This design comes from an exercise in tuning for small area on the open sky130 flow, not from production work. No run shown here included a check of the RTL's function; only the layout flow was run. No activity file was given, so power comes from the tool's default toggle rates.

==> flow/design.v <==
module UnBounceBB(
input  iclk,
input  rst ,
input  en  ,
input  iin ,
output iout
);
reg       d;
reg       v;
reg [3:0] c;
reg       deb;
assign iout = deb;
always @(posedge iclk)
	begin
        if (rst) begin
            d   <= 1'b0;
            v   <= 1'b0;
            c   <= 4'd8;
            deb <= 1'b0;
        end
        else if (en) begin
            d <= iin;
            v <= d;
            if (c[3]) deb <= v;
            if (d != v) c <= 4'd0;
            else if (!c[3]) c <= c + 1'b1;
        end
	end
endmodule
module onbeep
(
	input  clk,
	input  rst,
	input  en,
	output beep
);
reg [4:0] cnt;
reg clk_1k;
wire top = cnt[4] & cnt[3];    
assign beep = clk_1k;
always @(posedge clk)
	if (rst | top) cnt <= 5'd0;
	else cnt <= cnt + 1'b1;
always @(posedge clk)
	if (rst) clk_1k <= 1'b0;
	else if (top & en) clk_1k <= !clk_1k;
endmodule
module bcd_digit(
		input  clk,
		input  rst,
		input  en,
		output reg [3:0] q
	);
	always @(posedge clk)
		if (rst) q <= 4'd0;
		else if (en) begin
			q[0] <= !q[0];
			q[1] <= q[1] ^ (q[0] & !q[3]);
			q[2] <= q[2] ^ (q[0] & q[1]);
			q[3] <= q[3] ? !q[0] : (q[0] & q[1] & q[2]);
		end
endmodule
module digit_mux(
		input  [1:0] sel,
		input  [1:0] dyn,
		input  [3:0] minTT, input [2:0] mTT, input [3:0] HourTT, input [1:0] TT,
		input  [3:0] msth, input [3:0] mssec, input [3:0] msfrst,
		input  [3:0] sec, input [2:0] secten,
		input  [3:0] min, input [2:0] minten,
		input  [3:0] hj, input [1:0] hs,
		output reg [3:0] out
	);
	always @* begin
		case ({sel, dyn})
			4'b0000: out = minTT;
			4'b0001: out = {1'b0, mTT};
			4'b0010: out = HourTT;
			4'b0011: out = {2'b0, TT};
			4'b0100: out = sec;
			4'b0101: out = {1'b0, secten};
			4'b0110: out = min;
			4'b0111: out = {1'b0, minten};
			4'b1000: out = msth;
			4'b1001: out = mssec;
			4'b1010: out = msfrst;
			4'b1011: out = sec;
			4'b1100: out = min;
			4'b1101: out = {1'b0, minten};
			4'b1110: out = hj;
			default: out = {2'b0, hs};
		endcase
	end
endmodule
module Bublik_two(
		input  [1:0] inrg,
		output [3:0] DNM
	);
	assign DNM = ~(4'b1000 >> inrg);
endmodule
module Bublik_segment(
		input  [3:0] inrg,
		output [6:0] DNMSEG
	);
	wire A = inrg[3], B = inrg[2], C = inrg[1], D = inrg[0];
	assign DNMSEG[6] = A | C | (B & D) | (!B & !D);
	assign DNMSEG[5] = !B | (C & D) | (!C & !D);
	assign DNMSEG[4] = B | !C | D;
	assign DNMSEG[3] = A | (!B & !D) | (!B & C) | (C & !D) | (B & !C & D);
	assign DNMSEG[2] = (!B & !D) | (C & !D);
	assign DNMSEG[1] = A | (!C & !D) | (B & !C) | (B & !D);
	assign DNMSEG[0] = A | (!B & C) | (B & !C) | (C & !D);
endmodule
module Clock_one #(parameter MAINCLOCK = 15)
	(
	 input    clk,
	 input    rst,
	 input    [1:0]swch,
	 input 	 BUT1,
	 input 	 BUT2,
	 output   [15:0]OUTCR
	 );
reg  [15:0] RG;
reg         tikTak;
wire        rg_last = RG[15] & RG[14] & RG[9] & RG[8] & RG[6] & RG[4];
always @(posedge clk) begin
	if (rst | rg_last) RG <= 16'd0;
	else RG <= RG + 1'b1;
	tikTak <= !rst & rg_last;
end
wire sec1KHZ   = (RG[5:0] == 6'h28);
wire SETtikTak = (RG[13:0] == 14'd12501);
wire in_BUT1, in_BUT2, in_BUT3, in_BUT4;
UnBounceBB ubnc_c(.iclk(clk), .rst(rst), .en(sec1KHZ), .iin(swch[0]), .iout(in_BUT3));
UnBounceBB ubnc_d(.iclk(clk), .rst(rst), .en(sec1KHZ), .iin(swch[1]), .iout(in_BUT4));
UnBounceBB ubnc_a(.iclk(clk), .rst(rst), .en(sec1KHZ), .iin(BUT1), .iout(in_BUT1));
UnBounceBB ubnc_b(.iclk(clk), .rst(rst), .en(sec1KHZ), .iin(BUT2), .iout(in_BUT2));
wire mode_set   = in_BUT3 & in_BUT4;
wire mode_alarm = !in_BUT3 & !in_BUT4;
reg [1:0] Reg_dynamics;
always @(posedge clk)
	if (rst) Reg_dynamics <= 2'b0;
	else if (sec1KHZ) Reg_dynamics <= Reg_dynamics + 1'b1;
wire [3:0] Reg_milisecth, Reg_milisecsec, Reg_milisecfrst;
wire ms_c0 = sec1KHZ & Reg_milisecth[3] & Reg_milisecth[0];
wire ms_c1 = ms_c0 & Reg_milisecsec[3] & Reg_milisecsec[0];
bcd_digit ms_th  (.clk(clk), .rst(rst), .en(sec1KHZ), .q(Reg_milisecth));
bcd_digit ms_sec (.clk(clk), .rst(rst), .en(ms_c0),   .q(Reg_milisecsec));
bcd_digit ms_frst(.clk(clk), .rst(rst), .en(ms_c1),   .q(Reg_milisecfrst));
reg  [2:0] Reg_secten;
reg  [2:0] Reg_minten;
reg  [3:0] Reg_HourJun;
reg  [1:0] Reg_HourSen;
wire [3:0] Reg_secundes, Reg_minutes;
wire sec9   = Reg_secundes[3] & Reg_secundes[0];
wire sec59  = sec9 & Reg_secten[2] & Reg_secten[0];
wire min9   = Reg_minutes[3] & Reg_minutes[0];
wire min59  = min9 & Reg_minten[2] & Reg_minten[0];
wire min_inc  = (mode_set & SETtikTak & !in_BUT2) | (tikTak & sec59);
wire hour_inc = (mode_set & SETtikTak & !in_BUT1) | (tikTak & sec59 & min59);
bcd_digit d_sec(.clk(clk), .rst(rst), .en(tikTak),  .q(Reg_secundes));
bcd_digit d_min(.clk(clk), .rst(rst), .en(min_inc), .q(Reg_minutes));
always @(posedge clk) begin
	if (rst) begin
		Reg_secten <= 3'b0;
		Reg_minten <= 3'b0;
	end
	else begin
		if (tikTak & sec9) Reg_secten <= inc6(Reg_secten);
		if (min_inc & min9) Reg_minten <= inc6(Reg_minten);
	end
end
always @(posedge clk)
	if (rst) {Reg_HourSen, Reg_HourJun} <= 6'b0;
	else if (hour_inc) {Reg_HourSen, Reg_HourJun} <= inc24({Reg_HourSen, Reg_HourJun});
reg prev_BUT1, prev_BUT2;
always @(posedge clk) begin
	prev_BUT1 <= !rst & in_BUT1;
	prev_BUT2 <= !rst & in_BUT2;
end
reg [3:0] Reg_HourTT;
reg [1:0] Reg_TT;
reg [3:0] Reg_minTT;
reg [2:0] Reg_mTT;
wire amin_inc  = prev_BUT2 & !in_BUT2 & mode_alarm;
wire ahour_inc = prev_BUT1 & !in_BUT1 & mode_alarm;
always @(posedge clk)
	if (rst) {Reg_TT, Reg_HourTT} <= 6'b0;
	else if (ahour_inc) {Reg_TT, Reg_HourTT} <= inc24({Reg_TT, Reg_HourTT});
always @(posedge clk)
	if (rst) begin
		Reg_minTT <= 4'd5;
		Reg_mTT   <= 3'd0;
	end
	else if (amin_inc) begin
		Reg_minTT <= inc10(Reg_minTT);
		if (Reg_minTT[3] & Reg_minTT[0]) Reg_mTT <= inc6(Reg_mTT);
	end
reg ALARM;
always @(posedge clk)
	if (rst) ALARM <= 1'b1;
	else ALARM <= RG[15] & ({Reg_HourSen, Reg_HourJun, Reg_minten, Reg_minutes}
	                        == {Reg_TT, Reg_HourTT, Reg_mTT, Reg_minTT});
onbeep beepalarm(.clk(clk), .rst(rst), .en(ALARM), .beep(OUTCR[13]));
wire [3:0] digit;
digit_mux dmux(
	.sel({in_BUT4, in_BUT3}), .dyn(Reg_dynamics),
	.minTT(Reg_minTT), .mTT(Reg_mTT), .HourTT(Reg_HourTT), .TT(Reg_TT),
	.msth(Reg_milisecth), .mssec(Reg_milisecsec), .msfrst(Reg_milisecfrst),
	.sec(Reg_secundes), .secten(Reg_secten),
	.min(Reg_minutes), .minten(Reg_minten),
	.hj(Reg_HourJun), .hs(Reg_HourSen),
	.out(digit));
Bublik_two Dynamic_d(.inrg(Reg_dynamics), .DNM(OUTCR[3:0]));
Bublik_segment serout(.inrg(digit), .DNMSEG(OUTCR[10:4]));
assign OUTCR[11] = Reg_secundes[0];
assign OUTCR[12] = RG[15];
assign OUTCR[15:14] = 2'b11;
function [3:0] inc10(input [3:0] q);
	inc10 = {q[3] ? !q[0] : (q[0] & q[1] & q[2]),
	         q[2] ^ (q[0] & q[1]),
	         q[1] ^ (q[0] & !q[3]),
	         !q[0]};
endfunction
function [2:0] inc6(input [2:0] q);
	inc6 = {q[2] ? !q[0] : (q[0] & q[1]),
	        q[1] ^ (q[0] & !q[2]),
	        !q[0]};
endfunction
function [5:0] inc24(input [5:0] h);
	if (h[5] & h[1] & h[0]) inc24 = 6'd0;
	else inc24 = {h[5] | (h[4] & h[3] & h[0]), h[4] ^ (h[3] & h[0]), inc10(h[3:0])};
endfunction
endmodule
==> flow/constraint.sdc <==
create_clock -name core_clock -period 10.0 [get_ports {clk}]
set_input_delay 2.0000 -clock core_clock [delete_from_list [all_inputs] [get_ports {clk}]]
set_output_delay 2.0000 -clock core_clock [all_outputs]
set_load 0.01 [all_outputs]
==> flow/config.mk <==
export PLATFORM = sky130hd
export DESIGN_NAME = Clock_one
export DESIGN_NICKNAME = Clock_one
export VERILOG_FILES = /design/flow/design.v
export SDC_FILE = /design/flow/constraint.sdc
export NUM_CORES = 4
export LEC_CHECK = 0
export CAP_MARGIN = 20
export CORE_MARGIN = 2
export CORE_UTILIZATION = 40
export CTS_BUF_LIST = sky130_fd_sc_hd__clkbuf_8
export CTS_CLUSTER_DIAMETER = 500
export CTS_CLUSTER_SIZE = 100
export SLEW_MARGIN = 20
==> flow/run.sh <==
#!/bin/bash
# synth_recipe.tcl (not shown) runs the flow's synth.tcl, then flattens the netlist and writes it again
# the make line also repeats each setting of config.mk as NAME=value (left out here)
make -C /OpenROAD-flow-scripts/flow DESIGN_CONFIG=/design/flow/config.mk WORK_HOME=/design/flow/orfs CLKGATE_MAP_FILE= SYNTH_SCRIPT=/design/flow/synth_recipe.tcl finish
==> out/results.tsv, run 1 <==
stage	metric	value	unit
status	status	no timing/DRC/antenna violations	
detailed_routing	via count	4217	
layout	Reg area	2022	sq um
pwr	Leak	2.068	nW
clocking	Root Driver	clkbuf_8	
synth	Netlist cell types	65	
min_path	Min-Delay Startpoint	beepalarm.cnt[0]$_SDFF_PP0_	
min_path	Hold Crit Class	flip-flop to flip-flop	
placement	hpwl dp	8010	um
synth	area leader, netlist	dfxtp_1	
worst_setup_path	cell family contributing the most delay on the critical path	compound AO/OA/AOI/OAI gates	
global_route	largest net degree at the start of global routing	82	
worst_setup_path	reg2reg setup slack	7.45	ns
detailed_routing	drt drc	0	
die	# IOs	22	
worst_setup_path	worst path bufs/invs	1	
worst_setup_path	WS Path Type	flip-flop to primary output	
detailed_routing	Post-DRT Antenna Nets	0	
min_path	WHS Path Cells	1	
pwr	Worst VDD drop	0.08301	mV
clocking	post-CTS sizing	0	
worst_setup_path	Critical R2R Capture	Reg_minten[1]$_SDFFE_PP0P_	
timing	Final period util	0.5568	
global_route	GR Util All Layers	0.1663	
synth	EDFF count, synth	0	
synth	#FFs+latches synth	101	
detailed_routing	initial DRC count	279	
clocking	clk buf depth	2	
worst_setup_path	Most common cell on crit path	a2111oi_2	
clocking	worst skew pair latency	0.39	ns
clocking	total CTS buffers	9	
timing	min Tclk post-route	5.568	ns
worst_setup_path	Worst EP required	8.00	ns
worst_setup_path	reg2reg start	ubnc_c.deb$_SDFFE_PP0P_	
layout	final net count	658	
layout	number of fill cells in the layout	1312	
synth	cell count after synthesis	636	
synth	Mapped Area	5275	sq um
layout	commonest non-fill, non-tap cell in the layout	dfxtp_1	
pwr	power per cell area	117.4	nW/um^2
die	die area	14120	sq um
layout	Antenna Cells	0	
worst_setup_path	Crit-path slowest cell	dfxtp_1	
timing	Final Max Slew Viols	0	
die	DIE WIDTH	118.8	um
clocking	CTS tree	built	
global_route	vias in the first global route	3917	
clocking	Clock Pin Slew Worst Setup and Hold Paths	0.09	ns
synth	top post-synthesis cells by area	dfxtp_1 (38%), nor2_1 (6.5%), nand2_1 (5.8%), xnor2_1 (5.5%), ha_1 (4.7%)	
min_path	worst min-delay path endpoint	beepalarm.cnt[0]$_SDFF_PP0_	
timing	Setup TNS	0	ns
die	initial core utilization	0.4146	
layout	layout cells sized above 1	0.05346	
timing	Worst Max-Slew Pin Slew	0.9536	ns
job	Max Cap Viol	0	
synth	Synth top area share	0.3833	
worst_setup_path	worst-path cell chain	nand2_1, a2111oi_2, a2111oi_2, a21oi_2, nor4_1, a211oi_1, clkdlybuf4s50_1	
global_route	global-route wire length before repair	18820	um
worst_setup_path	startpoint types	flip-flop	
detailed_routing	Vias/cell	5.219	
detailed_routing	DR pass1 iterations	4	
layout	max reg flops	16	
worst_setup_path	reg2reg path depth	6	
synth	sequential area share after synthesis	0.3833	
clocking	Post CTS Setup Buffer Count	0	
placement	IO Port Bufs	19	
detailed_routing	final WL	11350	um
timing	skew final	0.01379	ns
synth	Syn. warnings	5	
layout	Largest regs	RG x16, beepalarm.cnt x5	
layout	Core Util, Final	0.4470	
worst_setup_path	CP max FO	27	
timing	Slew HR	0.3634	
timing	RSZ-0062 raised after global routing	false	
global_route	GRT overflow	0	
global_route	initial antenna violation count	0	
die	row count	41	
clocking	# H-tree levels	3	
placement	gp weighted congestion	0.8703	
layout	synth-to-layout area growth	7.804	%
timing	Fmax	179.6	MHz
clocking	CTS Hold Bufs	0	
layout	commonest non-fill, non-tap cells in the layout	dfxtp_1 (101), nor2_1 (92), nand2_1 (81)	
worst_setup_path	Setup crit start	ubnc_c.deb$_SDFFE_PP0P_	
timing	Final Hold Viols	0	
synth	syn avg cell area	8.294	sq um
die	DIE HEIGHT	118.8	um
synth	commonest register cell after synthesis	dfxtp_1	
layout	Top reg by flops	RG	
detailed_routing	WL/cell	14.05	um
die	Core Footprint	12720	sq um
synth	Async SR Flop Fraction	0	
layout	Multi-input gate area	3020	sq um
worst_setup_path	arrival time of the worst setup path	3.57	ns
worst_setup_path	CP max stage delay	0.95	ns
timing	setup violators final	0	
worst_setup_path	Worst setup EP type	primary output	
clocking	clock sinks	101	
[area by class of cell]
type,instances,share of cell area
repair buffers,21,0.03520
clock inverters,4,0.004400
clock buffers,11,0.02662
multi-input cells,485,0.5311
flip-flops and latches,101,0.3556
well taps,172,0.03784
inverters,14,0.009241
[where the power goes]
part	switching, W	internal (W)	total (W)
sequential	0.00000223	0.000404	0.000406
clock	0.000144	0.000102	0.000246
combinational	0.00000978	0.00000527	0.0000151
total	0.000156	0.000511	0.000668
[metrics by stage]
| stage | setup WS (ns) | total power [W] | instances | hold slack (ns) | instance area (sq um) |
|---|---|---|---|---|---|
| floorplan | 5.841 | 0.0004265 | 637 | 0.4178 | 5279 |
| global placement | 4.975 | 0.0004303 | 793 | 0.4273 | 5507 |
| detailed placement | 4.867 | 0.0004310 | 793 | 0.4397 | 5507 |
| CTS | 4.427 | 0.0006770 | 808 | 0.4601 | 5683 |
| global route | 4.181 | 0.0006955 | 808 | 0.4699 | 5687 |
| finish | 4.432 | 0.0006676 | 808 | 0.4577 | 5687 |
[cell families (layout without fill, tap and decap cells)]
logic type      after synthesis  count (layout)  share of synthesized area
xor+xnor                     53              53                    0.08800
fa+ha+maj                    20              20                    0.04744
compound gates              110             110                     0.1445
simple gates                287             287                     0.2645
flops                       101             101                     0.3833
other cells                   1               2                  0.0007109
buf+inv                      51              50                    0.04554
mux                          13              13                    0.02609
[worst register-to-register path, cell delays in order, from the launching register on]
cell,delay [ns]
dfxtp_1,0.95
and4_1,0.37
nand4_2,0.18
o21ai_4,0.30
nand4_1,0.19
or4_1,0.43
nand2_1,0.08
[layer usage]
layer  global-route usage  wire (um)  part of all wire
met1               0.2056       5398              0.48
met2               0.2730       5261              0.46
met3              0.04646        428             0.038
met4              0.06771        263             0.023
met5                    0          0                 0
[cells in the mapped netlist (all sizes together), types with 3 or more instances]
cell type,number
mux2i,10
nor3,11
o21bai,9
nand2b,4
a221oi,5
o21ai,16
or3,5
nor4b,3
a2111o,3
dfxtp,101
xor2,20
mux2,3
and2,16
a41oi,4
a22oi,8
a2111oi,3
clkbuf,19
nand2,81
and3,10
nor3b,5
inv,14
a211oi,3
ha,20
xnor2,33
nand3b,3
a21oi,45
nand4,6
nor2b,13
nand3,25
buf,18
nor2,92
[worst max path at each step]
stage          endpoint  slack [ns]  depth (start not counted)
3_5_place_dp   OUTCR[7]        4.87                          7
6_report       OUTCR[7]        4.43                          7
5_1_grt        OUTCR[7]        4.18                          7
4_1_cts        OUTCR[7]        4.43                          7
2_1_floorplan  OUTCR[7]        5.84                          8
3_3_place_gp   OUTCR[7]        4.98                          7
==> inputs of run 2 (changes only) <==
--- a/flow/config.mk
+++ b/flow/config.mk
@@ -7,2 +7,3 @@
 export LEC_CHECK = 0
+export ABC_AREA = 1
 export CAP_MARGIN = 20
==> run 2 against run 1 <==
Global-route usage rose by 1.7 points. Combinational power increased by 13%. Hold slack improved by 0.0052 ns. First-iteration DRC count rose by 14%. Die area up 3.1%. Cell area increased by 4.8%. Largest cell class unchanged. Via count increased by 18%. Fmax grew 15%. Still clean. Register-to-register slack better by 0.35 ns. Core utilization increased by 0.28 points. Power up 9.6%. Worst setup slack gained 0.71 ns.
==> out/results.tsv, run 2 <==
stage	metric	value	unit
status	status	no timing/DRC/antenna violations	
layout	max reg flops	16	
timing	skew final	0.01421	ns
worst_setup_path	arrival time of the worst setup path	2.86	ns
placement	placed cell areas	5722	sq um
synth	EDFF count, synth	0	
die	DIE HEIGHT	120.7	um
pwr	Leak	2.455	nW
detailed_routing	DR pass1 iterations	5	
die	initial core utilization	0.4112	
pwr	Clock Power Share	0.421	
pwr	sw power	0.0001566	W
timing	setup violators final	0	
timing	Final Hold Viols	0	
synth	Netlist cell types	42	
die	row count	42	
pwr	Worst VDD drop	0.07680	mV
layout	commonest non-fill, non-tap cell in the layout	nand2_1	
detailed_routing	final WL	12810	um
placement	gp weighted congestion	0.9190	
global_route	GRT overflow	0	
clocking	CTS tree	built	
layout	final std cell area, no fill	5957	sq um
clocking	Root Driver	clkbuf_8	
pwr	logic gate share of total power	0.023	
timing	Final Max Slew Viols	0	
synth	Async SR Flop Fraction	0	
layout	synth-to-layout area growth	9.398	%
clocking	# H-tree levels	3	
worst_setup_path	CP max FO	12	
synth	Synth top area share	0.3713	
worst_setup_path	Worst setup EP type	primary output	
detailed_routing	drt drc	0	
detailed_routing	Vias/cell	5.159	
pwr	internal power	0.0005753	W
synth	syn avg cell area	7.026	sq um
global_route	largest net degree at the start of global routing	44	
detailed_routing	Post-DRT Antenna Nets	0	
synth	#FFs+latches synth	101	
global_route	vias in the first global route	4570	
worst_setup_path	Worst EP required	8.00	ns
timing	Setup TNS	0	ns
timing	min Tclk post-route	4.863	ns
die	die area	14560	sq um
pwr	power per cell area	122.9	nW/um^2
clocking	CTS Hold Bufs	0	
synth	Syn. warnings	5	
clocking	Clock Pin Slew Worst Setup and Hold Paths	0.10	ns
timing	RSZ-0062 raised after global routing	false	
pwr	sequential power share	0.555	
layout	Largest regs	RG x16, beepalarm.cnt x5	
placement	hpwl dp	9531	um
worst_setup_path	startpoint types	flip-flop	
detailed_routing	WL/cell	13.31	um
clocking	clock sinks	101	
layout	final net count	808	
synth	area leader, netlist	dfxtp_1	
timing	Fmax	205.7	MHz
detailed_routing	via count	4963	
clocking	Post CTS Setup Buffer Count	0	
synth	top post-synthesis cells by area	dfxtp_1 (37%), nand2_1 (11%), inv_1 (7.0%), a21oi_1 (6.3%), nand3_1 (6.1%)	
clocking	worst skew pair latency	0.39	ns
timing	Final period util	0.4863	
pwr	Switching Share	0.2139	
synth	commonest register cell after synthesis	dfxtp_1	
pwr	Tot Pwr	0.0007319	W
clocking	clk buf depth	2	
layout	Antenna Cells	0	
die	Core Footprint	13240	sq um
die	DIE WIDTH	120.7	um
timing	Worst Max-Slew Pin Slew	0.6209	ns
layout	Top reg by flops	RG	
layout	layout cells sized above 1	0.07252	
global_route	global-route wire length before repair	21450	um
worst_setup_path	WS Path Type	flip-flop to primary output	
synth	Commonest cells post-synth	nand2_1 (155), dfxtp_1 (101), inv_1 (101)	
synth	Mapped Area	5445	sq um
clocking	post-CTS sizing	0	
global_route	GR Util All Layers	0.1836	
clocking	total CTS buffers	9	
die	# IOs	22	
synth	sequential area share after synthesis	0.3713	
layout	commonest non-fill, non-tap cells in the layout	nand2_1 (155), inv_1 (102), dfxtp_1 (101)	
min_path	Hold Crit Class	flip-flop to flip-flop	
synth	cell count after synthesis	775	
job	Max Cap Viol	0	
global_route	initial antenna violation count	0	
detailed_routing	initial DRC count	318	
timing	Slew HR	0.5855	
placement	IO Port Bufs	19	
synth	most common cell in the netlist	nand2_1	
==> run 2: path summary, 6_finish.rpt <==
kind / to / slack (ns) / from / depth (start not counted)
setup / recovery: OUTCR[7] / 5.14 / Reg_dynamics[0]$_SDFFE_PP0P_ / 14
hold / removal: beepalarm.cnt[0]$_SDFF_PP0_ / 0.46 / beepalarm.cnt[0]$_SDFF_PP0_ / 1
setup reg to reg: ubnc_c.c[2]$_SDFFE_PP0P_ / 7.80 / RG[0]$_SDFF_PP0_ / 7
hold reg to reg: beepalarm.cnt[0]$_SDFF_PP0_ / 0.46 / beepalarm.cnt[0]$_SDFF_PP0_ / 1
==> run 2: per-layer routing <==
layer	routed length, um	vias up	track usage	part of all wire
li1	-	2550	-	-
met1	5943	2292	0.2338	0.46
met2	5969	100	0.2966	0.47
met3	576	21	0.04953	0.045
met4	320	0	0.06904	0.025
met5	0	-	0	0
==> run 2: logic make-up after synthesis <==
| logic type | share of synthesized area |
|---|---|
| adder cells (fa/ha/maj) | 0.04596 |
| buffers and inverters | 0.1018 |
| AND/OR/NAND/NOR | 0.3178 |
| other | 0.0006887 |
| AO/OA/AOI/OAI | 0.1367 |
| flip-flops | 0.3713 |
| XOR/XNOR | 0.02574 |
==> run 2: worst max-delay path: stages, from the launching register on <==
cell and delay [ns]:
dfxtp_1 0.38, inv_1 0.10, ha_1 0.36, nand3_1 0.18, inv_1 0.07, nand2_1 0.06
nand2_1 0.06, nor2_1 0.17, nand2_1 0.08, nor2_2 0.19, nand3_2 0.14, nand2_1 0.07
inv_1 0.04, nand2_1 0.05, clkdlybuf4s50_1 0.52
==> run 2: per-stage QoR <==
step	hold WS [ns]	utilization	worst slack (ns)	instances
floorplan	0.4179	-	6.407	776
global placement	0.4291	0.4321	5.643	947
detailed placement	0.4514	0.4321	5.587	947
CTS	0.4650	0.4498	5.142	962
global route	0.4902	0.4498	4.907	962
finish	0.4629	0.4498	5.137	962
==> run 2: power by group through the flow <==
stage                     Clock, W  Combinational [W]  Sequential, W
after floorplan                  0          0.0000124       0.000415
after global placement           0          0.0000169       0.000416
after detailed placement         0          0.0000173       0.000416
after CTS                 0.000319          0.0000173       0.000407
after global routing      0.000337          0.0000196       0.000407
final                     0.000308          0.0000171       0.000406
==> run 2: cell type report <==
class                      instances  area [sq um]
clock buffer                       9         123.9
clock inverter                     6         111.4
fill                            1384          7286
inverter                         107         401.6
multi-input combinational        542          2873
sequential                       101          2022
tap                              176         220.2
timing repair buffer              21         205.2

## separate check: timing with driven ports
The results above use ideal ports. As a check the final layouts listed here were re-extracted and re-timed, cells and wires unchanged.
Step 1, drivers: a clkbuf_16 drives clk and a buf_2 each remaining input, both assumed.
Step 2 moves the port delays by t, midway between the first and last clock arrival at a register: inputs arrive t later, outputs are due t later. That takes back most of the time a late clock gives input paths.
Slacks: no drivers / after step 1 / after step 2; pairs: no drivers / after step 1.
run	t (ns)	slack for setup (ns)	worst setup path after step 2
run 1	0.417	4.432 / 4.400 / 4.817	register to output
run 2	0.414	5.137 / 5.102 / 5.516	register to output
After both steps every run listed still meets setup and hold.
